This is an optimization exercise on Yosys and OpenROAD, whose aim is small area, not a production implementation. The RTL was checked by simulation tests, not by an equivalence proof against the original design. No driver is modelled on the clock port, so clocking that relies on it looks cheaper here than on a real chip. Power figures rest on the tool's default switching activity, not on a simulated workload.

// top_ps2
module top_ps2(input wire clk, input wire rst, input wire ps2_clk, input wire ps2_data,
           output wire ascii_new, output wire [6:0] ascii_code);
==> flow/config.mk <==
export PLATFORM = sky130hd
export DESIGN_NAME = top_ps2
export DESIGN_NICKNAME = top_ps2
export VERILOG_FILES = /design/flow/design.v
export SDC_FILE = /design/flow/constraint.sdc
export NUM_CORES = 4
export LEC_CHECK = 0
export ABC_AREA = 1
export CAP_MARGIN = 20
export CORE_MARGIN = 2
export CORE_UTILIZATION = 40
export GPL_TIMING_DRIVEN = 0
export PLACE_DENSITY = 0.6
export SLEW_MARGIN = 20
==> flow/constraint.sdc <==
create_clock -name core_clock -period 20.0 [get_ports {clk}]
set_input_delay 4.0000 -clock core_clock [delete_from_list [all_inputs] [get_ports {clk}]]
set_output_delay 4.0000 -clock core_clock [all_outputs]
set_load 0.01 [all_outputs]
standard.sh (not shown) runs the stock make flow with config.mk's settings and CLKGATE_MAP_FILE= SYNTH_SCRIPT=/design/flow/synth_recipe.tcl, a recipe that flattens the netlist after the stock synthesis.
==> flow/flow/run.sh <==
#!/bin/bash
# Own layout flow: the standard synthesis, then the combinational logic between the
# (unchanged) registers is mapped again with an area-oriented ABC script, then the standard flow's
# standard layout steps from that netlist on. Each tool's output goes to its own log here.
set -euo pipefail
W=$(pwd)
F=$W/flow
R=$W/orfs/results/$FLOW_PLATFORM/top_ps2/base
LIB=$FLOW_HOME/platforms/$FLOW_PLATFORM/lib/sky130_fd_sc_hd__tt_025C_1v80.lib
YOSYS=$FLOW_HOME/../tools/install/yosys/bin/yosys
[ -x "$YOSYS" ] || YOSYS=yosys

bash standard.sh "$R/1_2_yosys.v" > synth_standard.log 2>&1
cp "$R/1_2_yosys.v" netlist_standard.v

# 2. map the logic between the registers again (registers kept as black boxes)
DONT_USE=$(sed -n '/DONT_USE_CELLS += /,/^#/p' "$FLOW_HOME/platforms/$FLOW_PLATFORM/config.mk" \
  | grep -o 'sky130_fd_sc_hd__[a-z0-9_]*' | sed 's/^/-dont_use /' | tr '\n' ' ')
cat > remap.ys <<EOY
read_liberty -ignore_miss_func $LIB
read_verilog netlist_standard.v
hierarchy -top $FLOW_TOP
blackbox sky130_fd_sc_hd__dfxtp_1
flatten
opt -purge
abc -liberty $LIB $DONT_USE -script $F/remap.abc
opt_clean -purge
splitnets
opt_clean -purge
hilomap -singleton -hicell sky130_fd_sc_hd__conb_1 HI -locell sky130_fd_sc_hd__conb_1 LO
insbuf -buf sky130_fd_sc_hd__buf_4 A X
stat -liberty $LIB
write_verilog -noattr -nohex -nodec netlist_remapped.v
EOY
"$YOSYS" -l remap.log -q -s remap.ys
cp netlist_remapped.v "$R/1_2_yosys.v"
touch "$R/1_2_yosys.v"

# 3. the standard layout steps on the remapped netlist
source "$F/layout_env.sh"
bash standard.sh finish > layout.log 2>&1
==> flow/flow/layout_env.sh <==
export CTS_ARGS="-sink_clustering_enable -repair_clock_nets -dont_use_dummy_load -buf_list {sky130_fd_sc_hd__clkbuf_4 sky130_fd_sc_hd__clkbuf_2}"
# Port buffers: the smallest buffer (the ports are lightly loaded).
export BUFFER_PORTS_ARGS="-buffer_cell sky130_fd_sc_hd__buf_1"
export PRE_CTS_TCL=$PWD/flow/pre_cts.tcl
export OWN_CLKBUF=sky130_fd_sc_hd__clkbuf_8
export OWN_CLK_GROUPS=3
==> flow/flow/pre_cts.tcl <==
set block [ord::get_db_block]
set db [ord::get_db]
set master [$db findMaster $::env(OWN_CLKBUF)]
set ngroups $::env(OWN_CLK_GROUPS)
set clknet [$block findNet clk]
set pins {}
foreach iterm [$clknet getITerms] {
  if {[[$iterm getMTerm] getName] == "CLK"} {
    set bb [[$iterm getInst] getBBox]
    lappend pins [list $iterm [expr {([$bb xMin] + [$bb xMax]) / 2}] [expr {([$bb yMin] + [$bb yMax]) / 2}]]
  }
}
proc split_groups {pins n axis} {
  if {$n <= 1} { return [list $pins] }
  set sorted [lsort -integer -index $axis $pins]
  set h [expr {$n / 2}]
  set cut [expr {[llength $sorted] * $h / $n}]
  set other [expr {$axis == 1 ? 2 : 1}]
  return [concat [split_groups [lrange $sorted 0 [expr {$cut - 1}]] $h $other] \
                 [split_groups [lrange $sorted $cut end] [expr {$n - $h}] $other]]
}
set skip {clk}
set g 0
foreach grp [split_groups $pins $ngroups 1] {
  set net [odb::dbNet_create $block "clk_leaf$g"]
  $net setSigType CLOCK
  set xs 0; set ys 0
  foreach p $grp {
    set it [lindex $p 0]
    $it disconnect
    $it connect $net
    incr xs [lindex $p 1]; incr ys [lindex $p 2]
  }
  set n [llength $grp]
  set buf [odb::dbInst_create $block $master "clkleaf_buf$g"]
  [$buf findITerm A] connect $clknet
  [$buf findITerm X] connect $net
  $buf setLocation [expr {$xs / $n}] [expr {$ys / $n}]
  $buf setPlacementStatus PLACED
  puts "pre_cts: clk_leaf$g drives $n clock pins"
  lappend skip "clk_leaf$g"
  incr g
}
global_connect
set_cts_config -skip_nets $skip
Other scripts of this flow, unchanged in this note and not shown: flow/flow/remap.abc
Edit:
--- a/flow/flow/layout_env.sh
+++ b/flow/flow/layout_env.sh
@@ -4,3 +3,0 @@
-export PRE_CTS_TCL=$PWD/flow/pre_cts.tcl
-export OWN_CLKBUF=sky130_fd_sc_hd__clkbuf_8
-export OWN_CLK_GROUPS=3
removed: flow/flow/pre_cts.tcl
=>
- The changed run went through all stages and came out clean
- clock power goes up by 33%
- routed wire length rises by about 1.8%
- first-iteration DRC count is higher by 6.0%
- die area stays the same
- cell count rose by 1.8%
- sequential power is about the same
- area after synthesis does not change
- final area went up by 1.2%
Edit:
==> flow/flow/layout_env.sh (replaced) <==
export CTS_ARGS="-sink_clustering_enable -repair_clock_nets -dont_use_dummy_load -buf_list {sky130_fd_sc_hd__clkbuf_4 sky130_fd_sc_hd__clkbuf_2} -sink_clustering_levels 1 -sink_clustering_size 30"
# Port buffers: the smallest buffer (the ports are lightly loaded).
export BUFFER_PORTS_ARGS="-buffer_cell sky130_fd_sc_hd__buf_1"
Global-route usage is unchanged.
Setup slack does not change.
Clock power is about the same.
Die area does not change.
Hold slack does not change.
Final area does not change.
Final cell count does not change.
Critical path depth is unchanged.
Routed wire length stays the same.
Total power is unchanged.

-- static timing again, ports no longer ideal --
No port has a modelled driver above. Below, the same layouts with a new extraction and two added sets of constraints.
Step 1, drivers: a clkbuf_16 drives clk and a buf_2 each remaining input, both assumed.
Step 2 also shifts input and output timing later by t, the mid clock arrival at the registers, as if the neighbouring blocks saw the same clock.
a / b / c = ideal / step 1 / step 2; a / b = the first two.
run	shift t [ns]	slack for setup (ns)	hold slack, ns	clock arrival spread, ns
the first run	0.210	10.221 / 10.174 / 10.384	0.360 / 0.360 / 0.360	0.007 / 0.007
the second run	0.398	10.189 / 10.161 / 10.559	0.355 / 0.355 / 0.355	0.019 / 0.020
the third run	0.398	10.189 / 10.161 / 10.559	0.355 / 0.355 / 0.355	0.019 / 0.020
After both steps every run listed still meets setup and hold.
